From an optimization exercise on the open Yosys and OpenROAD flow, aimed at small area, a short achievable clock period and few clock cycles per item; shortcuts taken in it are not production practice.
RTL that was checked went through simulation tests only; none was proved equivalent to the original.
Power is estimated from default activity; no workload was simulated.

v59:
==> flow/design.v (excerpt) <==
module memoryModule #(
	parameter ramWidth = 8,
	parameter addrSize = 8) (
	input clk, rst, isIndirect,
	input [1:0] cntrl,
	input [addrSize-1:0] addr,
	input [ramWidth-1:0] dataIn,
	output [ramWidth-1:0] dataOut,
	output dataReady
	);
	reg ph;                  
	reg [15:0] ptrH, ptrL;   
	wire [7:0] rdata;
	wire startInd = cntrl[1] & isIndirect & ~ph;
	assign dataReady = cntrl[1] & (ph | ~isIndirect);
	assign dataOut = rdata;
	wire we = cntrl == 2'b11 && (ph || !isIndirect);
	wire [7:0] wdata = rst ? 8'd0 : we ? dataIn : rdata;
	wire [7:0] lt = addr & {8{~ph}};
	wire [7:0] lf = ~addr & {8{~ph}};
	wire [15:0] Hn, Ln;
	genvar g, b;
	generate
		for (g = 0; g < 16; g = g + 1) begin : dec
			g_a41oi uh (.a1(g[3] ? lt[7] : lf[7]), .a2(g[2] ? lt[6] : lf[6]),
			            .a3(g[1] ? lt[5] : lf[5]), .a4(g[0] ? lt[4] : lf[4]),
			            .b1(ptrH[g]), .y(Hn[g]));
			g_a41oi ul (.a1(g[3] ? lt[3] : lf[3]), .a2(g[2] ? lt[2] : lf[2]),
			            .a3(g[1] ? lt[1] : lf[1]), .a4(g[0] ? lt[0] : lf[0]),
  ...
For scale: ~3,900 cells after synthesis, roughly 2,100 flip-flops, about 30 I/O pins, roughly 0.075 mm^2 of cells after synthesis.
Settings: LEC_CHECK=0, CAP_MARGIN=20, CORE_MARGIN=2, CORE_UTILIZATION=60, CTS_CLUSTER_DIAMETER=80, CTS_CLUSTER_SIZE=28, GPL_TIMING_DRIVEN=0, SETUP_SLACK_MARGIN=0.5, SLEW_MARGIN=20, SYNTH_HIERARCHICAL=1, SYNTH_MINIMUM_KEEP_SIZE=0, TNS_END_PERCENT=5; clock period 6.0 ns.
standard.sh (not shown) runs the stock make flow with config.mk's settings and CLKGATE_MAP_FILE= SYNTH_SCRIPT=/design/flow/synth_recipe.tcl, a recipe that flattens the netlist after the stock synthesis.
==> flow/flow/run.sh <==
#!/bin/bash
# Standard layout, with the ports buffered by plain buffers (buf_4, which the
# resizer may size up or down within the buf footprint) instead of the delay
# cells buffer_ports picks by default.
set -euo pipefail
bash standard.sh "BUFFER_PORTS_ARGS=-buffer_cell sky130_fd_sc_hd__buf_4" finish > standard.log 2>&1
Testbench counts of v59, summed over its fixed seeds: cycles 7,680, items 6,400.
> inputs changed (v59 -> v34)
Settings: SETUP_SLACK_MARGIN changed from 0.5 to 1.5.
==> comparison <==
- On worst setup slack, v59 loses to v34.
- Compared with v59, v34 shows relative contribution of the clock network to total power lower by 0.3 points.
- Between v59 and v34, the synthesized-area fraction occupied by ao, oa, aoi and oai cells does not differ in any meaningful way.
- Between v59 and v34, the worst setup skew after layout does not differ in any meaningful way.
- Summary of v34 over v59: number of cell instances on the worst register-to-register path went down 1, post-detailed-routing wire length rose by 16,000 um, peak clock frequency supported by timing went up.
Changes in v45 relative to v34:
Settings: SETUP_SLACK_MARGIN: 1.5 -> 0.75.
Notes after the runs:
On count of buffering cells on the critical path with inverters included: between v34 and v45, it ends up lower for v45.
Clock period minus final worst setup slack is higher on v45
Comparing v34 and v45, the lower part of the cycle the worst path needs was measured on v34.
Per the comparison of v45 with v34, global routing usage on met3 comparable, worst-case hold slack now smaller.
Looking at signed area change from the synthesized netlist to the final layout across v34 and v45, the one that comes out lower is v45.
Between v34 and v45, the clock share of power figures differ only marginally.
Delta(fraction of standard cell area that is sequential, v45 - v34) > 0
The estimated power of v45 ends up lower than the estimate for v34.
## Diff of input files: v24 against v45
Settings: a change of SETUP_SLACK_MARGIN from 0.75 to 1.0.
Findings:
- Routing usage on met3 essentially unchanged between v45 and v24.
- On via count, v24 and v45 are basically level.
- On v24: post-layout worst setup margin is 0.049 ns higher than what v45 gave.
- Re placed standard-cell area: no difference whatsoever between v45 and v24.
- Status: power density relative to cell area parity (v45, v24)
- On leakage power summed over all cells, v24 and v45 are neck and neck.
- Power of the combinational group essentially unchanged between v45 and v24.
- Any difference in power between v24 and v45 is small enough to ignore.
- v24 -> v45: final design area excluding fillers flat

* * *

Another version of the RTL of memoryModule (not shown whole).
For scale: about 3900 cells after synthesis, about 2100 flip-flops, about 30 I/O pins, roughly 0.075 mm² of cells after synthesis.
==> flow/design.v (excerpt) <==
module memoryModule #(
	parameter ramWidth = 8,
	parameter addrSize = 8) (
	input clk, rst, isIndirect,
	input [1:0] cntrl,
	input [addrSize-1:0] addr,
	input [ramWidth-1:0] dataIn,
	output [ramWidth-1:0] dataOut,
	output dataReady
	);
Settings: LEC_CHECK=0, CAP_MARGIN=20, CORE_MARGIN=2, CORE_UTILIZATION=60, CTS_BUF_LIST=sky130_fd_sc_hd__clkbuf_8, CTS_CLUSTER_DIAMETER=60, CTS_CLUSTER_SIZE=16, GPL_TIMING_DRIVEN=0, SETUP_SLACK_MARGIN=1.0, SLEW_MARGIN=20, SYNTH_HIERARCHICAL=1, SYNTH_MINIMUM_KEEP_SIZE=0, TNS_END_PERCENT=5; clock period 6.0 ns.
Scripts as last shown in full above: flow/flow/run.sh
The first run finished with timing, DRC and antenna clean.
Testbench counts at the start, summed over its fixed seeds: cycles 7,680, items 6,400.
Next try:
- CTS_BUF_LIST: sky130_fd_sc_hd__clkbuf_8 -> default
- CTS_CLUSTER_DIAMETER: 60 -> 80
- CTS_CLUSTER_SIZE: 16 -> 28
- SETUP_SLACK_MARGIN: 1.0 -> 0.6
Outcome: Via count drops by about 3.4%; wire length drops by 7.5%; global-route usage drops by 2.0 points; setup slack degrades by 100 ps; non-clock buffer count drops by 72; power climbs by about 0.8%; utilization drops by 1.2 points; cell area drops by about 1.8%; worst hold slack improves by 160 ps.
Next try:
- CORE_UTILIZATION: 60 -> 55
- SETUP_SLACK_MARGIN: 0.6 -> 1.0
=>
- The changed run ran to the end with no violations
- sequential share of layout area came out lower by 3.3 points
- routed wire length came out higher by 20%
- global-route usage increases by 1.2 points
- clock-buffer cell count goes up by 1
- fmax came out higher by 2.2%
- non-clock buffer count is higher by 182
- cell area climbs by 4.8%
- sequential power barely changes
- worst hold slack gets better by 6.6 ps
- total power is higher by 2.1%

* * *

The RTL this note starts from:
==> flow/design.v <==
`timescale 1ns / 1ps
module memoryModule #(
	parameter ramWidth = 8,
	parameter addrSize = 8) (
	input clk, rst, isIndirect,
	input [1:0] cntrl,
	input [addrSize-1:0] addr,
	input [ramWidth-1:0] dataIn,
	output [ramWidth-1:0] dataOut,
	output dataReady
	);
	reg ph;                  
	reg [15:0] ptrH, ptrL;   
	wire [7:0] rdata;
	wire startInd = cntrl[1] & isIndirect & ~ph;
	assign dataReady = cntrl[1] & (ph | ~isIndirect);
	assign dataOut = rdata;
	wire we = cntrl == 2'b11 && (ph || !isIndirect);
	wire [7:0] wdata = rst ? 8'd0 : we ? dataIn : rdata;
	wire [7:0] lt = addr & {8{~ph}};
	wire [7:0] lf = ~addr & {8{~ph}};
	wire [15:0] Hn, Ln;
	genvar g, b;
	generate
		for (g = 0; g < 16; g = g + 1) begin : dec
			g_a41oi uh (.a1(g[3] ? lt[7] : lf[7]), .a2(g[2] ? lt[6] : lf[6]),
			            .a3(g[1] ? lt[5] : lf[5]), .a4(g[0] ? lt[4] : lf[4]),
			            .b1(ptrH[g] | rst), .y(Hn[g]));
			g_a41oi ul (.a1(g[3] ? lt[3] : lf[3]), .a2(g[2] ? lt[2] : lf[2]),
			            .a3(g[1] ? lt[1] : lf[1]), .a4(g[0] ? lt[0] : lf[0]),
			            .b1(ptrL[g] | rst), .y(Ln[g]));
		end
	endgenerate
	wire [255:0] row;
	wire [2047:0] words;
	generate
		for (g = 0; g < 256; g = g + 1) begin : word
			reg [7:0] q;
			g_nor2 ur (.a(Hn[g/16]), .b(Ln[g%16]), .y(row[g]));
			assign words[g*8 +: 8] = q;
			always @(posedge clk)
				if (row[g]) q <= wdata;
		end
	endgenerate
	generate
		for (b = 0; b < 8; b = b + 1) begin : rbit
			wire [85:0] grp;
			wire [21:0] s1;
			wire [10:0] s2;
			wire [3:0] s3;
			wire [1:0] s4;
			for (g = 0; g < 84; g = g + 1) begin : ga
				g_aoi222 u (.a0(row[3*g]), .b0(words[(3*g)*8+b]),
				            .a1(row[3*g+1]), .b1(words[(3*g+1)*8+b]),
				            .a2(row[3*g+2]), .b2(words[(3*g+2)*8+b]),
				            .y(grp[g]));
			end
			for (g = 0; g < 2; g = g + 1) begin : gb
				g_aoi22 u (.a0(row[252+2*g]), .b0(words[(252+2*g)*8+b]),
				           .a1(row[253+2*g]), .b1(words[(253+2*g)*8+b]),
				           .y(grp[84+g]));
			end
			for (g = 0; g < 21; g = g + 1) begin : t1
				g_nand4 u (.a(grp[4*g]), .b(grp[4*g+1]), .c(grp[4*g+2]), .d(grp[4*g+3]), .y(s1[g]));
			end
			g_nand2 t1x (.a(grp[84]), .b(grp[85]), .y(s1[21]));
			for (g = 0; g < 11; g = g + 1) begin : t2
				g_nor2 u (.a(s1[2*g]), .b(s1[2*g+1]), .y(s2[g]));
			end
			g_nand3 t3a (.a(s2[0]), .b(s2[1]), .c(s2[2]), .y(s3[0]));
			g_nand3 t3b (.a(s2[3]), .b(s2[4]), .c(s2[5]), .y(s3[1]));
			g_nand3 t3c (.a(s2[6]), .b(s2[7]), .c(s2[8]), .y(s3[2]));
			g_nand2 t3d (.a(s2[9]), .b(s2[10]), .y(s3[3]));
			g_nor2 t4a (.a(s3[0]), .b(s3[1]), .y(s4[0]));
			g_nor2 t4b (.a(s3[2]), .b(s3[3]), .y(s4[1]));
			g_nand2 t5 (.a(s4[0]), .b(s4[1]), .y(rdata[b]));
		end
	endgenerate
	integer m;
	always @(posedge clk) begin
		if (rst) ph <= 1'b0;
		else ph <= startInd;
		for (m = 0; m < 16; m = m + 1) begin
			ptrH[m] <= ~rst & startInd & (rdata[7:4] == m);
			ptrL[m] <= ~rst & startInd & (rdata[3:0] == m);
		end
	end
endmodule
module g_a41oi (input a1, a2, a3, a4, b1, output y);
	assign y = ~((a1 & a2 & a3 & a4) | b1);
endmodule
module g_aoi222 (input a0, b0, a1, b1, a2, b2, output y);
	assign y = ~((a0 & b0) | (a1 & b1) | (a2 & b2));
endmodule
module g_aoi22 (input a0, b0, a1, b1, output y);
	assign y = ~((a0 & b0) | (a1 & b1));
endmodule
module g_nand4 (input a, b, c, d, output y);
	assign y = ~(a & b & c & d);
endmodule
module g_nand3 (input a, b, c, output y);
	assign y = ~(a & b & c);
endmodule
module g_nand2 (input a, b, output y);
	assign y = ~(a & b);
endmodule
module g_nor2 (input a, b, output y);
	assign y = ~(a | b);
endmodule
Settings: LEC_CHECK=0, CAP_MARGIN=20, CORE_MARGIN=2, CORE_UTILIZATION=60, SETUP_SLACK_MARGIN=1.0, SLEW_MARGIN=20, SYNTH_HIERARCHICAL=1, SYNTH_MINIMUM_KEEP_SIZE=0, TNS_END_PERCENT=5; clock period 6.0 ns.
run.sh (not shown) runs the stock make flow with config.mk's settings and CLKGATE_MAP_FILE= SYNTH_SCRIPT=/design/flow/synth_recipe.tcl, a recipe that flattens the netlist after the stock synthesis.
Stock flow here: none of the scripts above is used.
Change:
Settings changed: CTS_BUF_LIST from default to sky130_fd_sc_hd__clkbuf_4 sky130_fd_sc_hd__clkbuf_8, CTS_CLUSTER_SIZE from default to 20, GPL_TIMING_DRIVEN from default to 0.
After rerunning: Combinational power goes down by about a fifth. Design area goes down by a few percent. Via count goes down by a little under a tenth. Sequential power barely changes. Critical path depth goes down by 3. Synthesized cell count stays the same. Non-clock buffer count goes down by 966. Synthesized area does not change. Power goes down by a few percent. Sequential share of layout area goes up by 3.9 points.
No functional check of the RTL was part of any run of this note.

* * *

## run C
Another version of the RTL of memoryModule (not shown whole).
Size in the first run: about 3800 cells after synthesis, ~30 I/O pins, ~0.080 sq mm of cells after synthesis.
## memoryModule
module memoryModule #(
	parameter ramWidth = 8,
	parameter addrSize = 8) (
	input clk, rst, isIndirect,
	input [1:0] cntrl,
	input [addrSize-1:0] addr,
	input [ramWidth-1:0] dataIn,
	output [ramWidth-1:0] dataOut,
	output dataReady
	);
clock: 6.0 ns
lec_check: 0
abc_clock_period_in_ps: 4000
cap_margin: 20
core_margin: 2
core_utilization: 60
setup_slack_margin: 1.5
slew_margin: 20
Run C has completed all stages; timing, DRC and antenna checks passed.
Testbench counts of run C, summed over its fixed seeds: cycles 7,680, items 6,400.
Input-level comparison between run B and run C:
Settings: clearing ABC_CLOCK_PERIOD_IN_PS, which used to be 4000; clearing SETUP_SLACK_MARGIN, which used to be 1.5; swapping 60 for 40 in CORE_UTILIZATION.
==> summary.txt <==
- Every stage of run B finished as expected; the final checks, on the other hand, flagged setup timing, which means the layout fails.
- Run B ended up with dataOut[3] as its end point of the critical path; run C ended up with dataOut[6].
- | HPWL after detailed placement | run B vs run C | worse |
- Changes observed in run B relative to run C: net load switching power increased by 1.2% relative to the old numbers, power decreased by about 1.4% relative to the old numbers, core region area increased by about 50% relative to the old numbers, first-pass GRT wire length decreased by about 1.4% relative to the old numbers.
- The worst-margin pin slew reported for run B is smaller than that of run C by 0.089 ns.
- Run B and run C ended up with nearly the same clock tree cell share of total cell area.
- The count of endpoints failing setup in the final report of run B is higher than that of run C.
- Path length in cells of the critical path ended up 2 lower on run B than on run C.
- Looking at sequential fraction of total cell area, run B sits above run C.
- Re worst path buffer plus inverter count: run B and run C aren't equal, and the lower value belongs to run B.

* * *

Another version of the RTL of memoryModule (not shown whole).
Size: ~4000 cells after synthesis, roughly 2100 flip-flops, about 75000 sq um of cells after synthesis.
## memoryModule
module memoryModule #(
	parameter ramWidth = 8,
	parameter addrSize = 8) (
	input clk, rst, isIndirect,
	input [1:0] cntrl,
	input [addrSize-1:0] addr,
	input [ramWidth-1:0] dataIn,
	output [ramWidth-1:0] dataOut,
	output dataReady
	);
	reg ph;                  
	reg [15:0] ptrH, ptrL;   
	wire [7:0] rdata;
	wire startInd = cntrl[1] & isIndirect & ~ph;
	assign dataReady = cntrl[1] & (ph | ~isIndirect);
	assign dataOut = rdata;
	wire we = cntrl == 2'b11 && (ph || !isIndirect);
	wire [7:0] wdata = rst ? 8'd0 : we ? dataIn : rdata;
	wire [7:0] lt0, lf0, lt1, lf1;
	genvar g, b;
	generate
		for (b = 0; b < 8; b = b + 1) begin : lit
			g_lit u0 (.a(addr[b]), .p(ph), .t(lt0[b]), .f(lf0[b]));
			g_lit u1 (.a(addr[b]), .p(ph), .t(lt1[b]), .f(lf1[b]));
		end
	endgenerate
	wire [15:0] H, L;
	generate
		for (g = 0; g < 16; g = g + 1) begin : dec
			wire [7:0] lt = {g[0] ? lt1[7:5] : lt0[7:5], g[3] ? lt1[4] : lt0[4],
			                 g[0] ? lt1[3:1] : lt0[3:1], g[3] ? lt1[0] : lt0[0]};
			wire [7:0] lf = {g[0] ? lf1[7:5] : lf0[7:5], g[3] ? lf1[4] : lf0[4],
			                 g[0] ? lf1[3:1] : lf0[3:1], g[3] ? lf1[0] : lf0[0]};
			g_a41o uh (.a1(g[3] ? lt[7] : lf[7]), .a2(g[2] ? lt[6] : lf[6]),
			           .a3(g[1] ? lt[5] : lf[5]), .a4(g[0] ? lt[4] : lf[4]),
			           .b1(ptrH[g]), .y(H[g]));
			g_a41o ul (.a1(g[3] ? lt[3] : lf[3]), .a2(g[2] ? lt[2] : lf[2]),
			           .a3(g[1] ? lt[1] : lf[1]), .a4(g[0] ? lt[0] : lf[0]),
			           .b1(ptrL[g]), .y(L[g]));
		end
	endgenerate
	wire [15:0] Hwn, Lwn;
	generate
		for (g = 0; g < 16; g = g + 1) begin : wdec
			g_nor2 uh (.a(H[g]), .b(rst), .y(Hwn[g]));
			g_nor2 ul (.a(L[g]), .b(rst), .y(Lwn[g]));
		end
	endgenerate
	wire [255:0] row;
	wire [2047:0] words;
	generate
		for (g = 0; g < 256; g = g + 1) begin : word
			reg [7:0] q;
			g_nor2 ur (.a(Hwn[g/16]), .b(Lwn[g%16]), .y(row[g]));
			assign words[g*8 +: 8] = q;
			always @(posedge clk)
				if (row[g]) q <= wdata;
		end
	endgenerate
	generate
  ...
clock: 6.0 ns
lec_check: 0
cap_margin: 20
core_margin: 2
core_utilization: 63
cts_cluster_diameter: 80
cts_cluster_size: 28
gpl_timing_driven: 0
place_density: 0.72
setup_slack_margin: 1.0
slew_margin: 20
synth_hierarchical: 1
synth_minimum_keep_size: 0
tns_end_percent: 5
standard.sh (not shown) runs the stock make flow with config.mk's settings and CLKGATE_MAP_FILE= SYNTH_SCRIPT=/design/flow/synth_recipe.tcl, a recipe that flattens the netlist after the stock synthesis.
Scripts as last shown in full above: flow/flow/run.sh
The starting point produced a clean layout.
Testbench counts at the start, summed over its fixed seeds: cycles 7,680, items 6,400.
==> next run, changes <==
--- a/flow/config.mk
+++ b/flow/config.mk
@@ -10 +10 @@
-export CORE_UTILIZATION = 63
+export CORE_UTILIZATION = 60
@@ -14 +14 @@
-export PLACE_DENSITY = 0.72
+export PLACE_DENSITY = 0.66
Result: Sequential share of layout area went down by 1.5 points; via count went up by about 2.4%; non-clock buffer count climbs by 51.
==> next run, changes <==
--- a/flow/config.mk
+++ b/flow/config.mk
@@ -14 +13,0 @@
-export PLACE_DENSITY = 0.66
Effect: Power decreases slightly. Wire length decreases by a few percent. Final area decreases slightly.
==> next run, changes <==
--- a/flow/config.mk
+++ b/flow/config.mk
@@ -14 +14,2 @@
-export SETUP_SLACK_MARGIN = 1.0
+export PLACE_DENSITY = 0.72
+export SETUP_SLACK_MARGIN = 1.2
Result: Wire length is higher by 8.4%. Sequential power is about the same. Worst setup slack gets better by 0.092 ns.

## separate check: timing with driven ports
The flow's constraints put no driver on any port. The routed layouts listed below were extracted and timed again, unchanged, in two steps.
Step 1 sets driving cells, clkbuf_16 on the clock port and buf_2 on the other inputs (assumed; they add their load-dependent delay and slew).
Step 2 adds t to the input delays and takes it off the output delays; t is the mean of the earliest and latest rising clock arrival at the registers after step 1. Input paths then give back, and output paths get back, about the clock's delay inside the block.
Three values: ideal, step 1, step 2; two values: the first two.
run	t (ns)	slack for setup (ns)	latest minus earliest clock arrival (ns)	slew at the worst register clock pin (ns)	worst slew at a driven data input, ns
v59	0.780	0.275 / 0.192 / -0.090	0.033 / 0.033	0.11 / 0.11	0.15
v34	0.782	0.647 / 0.579 / 0.215	0.032 / 0.032	0.12 / 0.12	0.15
v45	0.789	0.584 / 0.533 / 0.030	0.036 / 0.036	0.11 / 0.11	0.16
v24	0.782	0.633 / 0.523 / -0.026	0.034 / 0.035	0.11 / 0.11	0.16
the first run of note 2	0.982	0.584 / 0.505 / 0.072	0.042 / 0.043	0.11 / 0.11	0.13
the second run of note 2	0.786	0.483 / 0.405 / -0.023	0.035 / 0.035	0.11 / 0.11	0.10
the third run of note 2	0.817	0.603 / 0.525 / 0.226	0.059 / 0.059	0.11 / 0.11	0.06
the first run of note 3	0.877	0.373 / 0.307 / 0.131	0.033 / 0.032	0.07 / 0.07	0.09
the second run of note 3	1.021	0.442 / 0.415 / 0.092	0.050 / 0.050	0.07 / 0.07	0.06
run C	0.885	0.445 / 0.384 / 0.417	0.032 / 0.031	0.07 / 0.07	0.05
run B	0.911	-0.052 / -0.092 / -0.092	0.041 / 0.041	0.07 / 0.07	0.15
the first run of note 5	0.786	0.887 / 0.807 / 0.291	0.048 / 0.049	0.11 / 0.11	0.14
the second run of note 5	0.788	0.827 / 0.768 / 0.146	0.044 / 0.044	0.12 / 0.12	0.15
the third run of note 5	0.795	0.879 / 0.809 / 0.270	0.036 / 0.036	0.11 / 0.11	0.14
the fourth run of note 5	0.787	0.971 / 0.923 / 0.401	0.060 / 0.060	0.12 / 0.12	0.15
With both steps, setup timing fails in v59, v24 and the second run of note 2, where it was met with ideal ports. The setup slack of the second run of note 5, which loses most, moves by -0.059 ns with the drivers and by -0.681 ns with both steps.
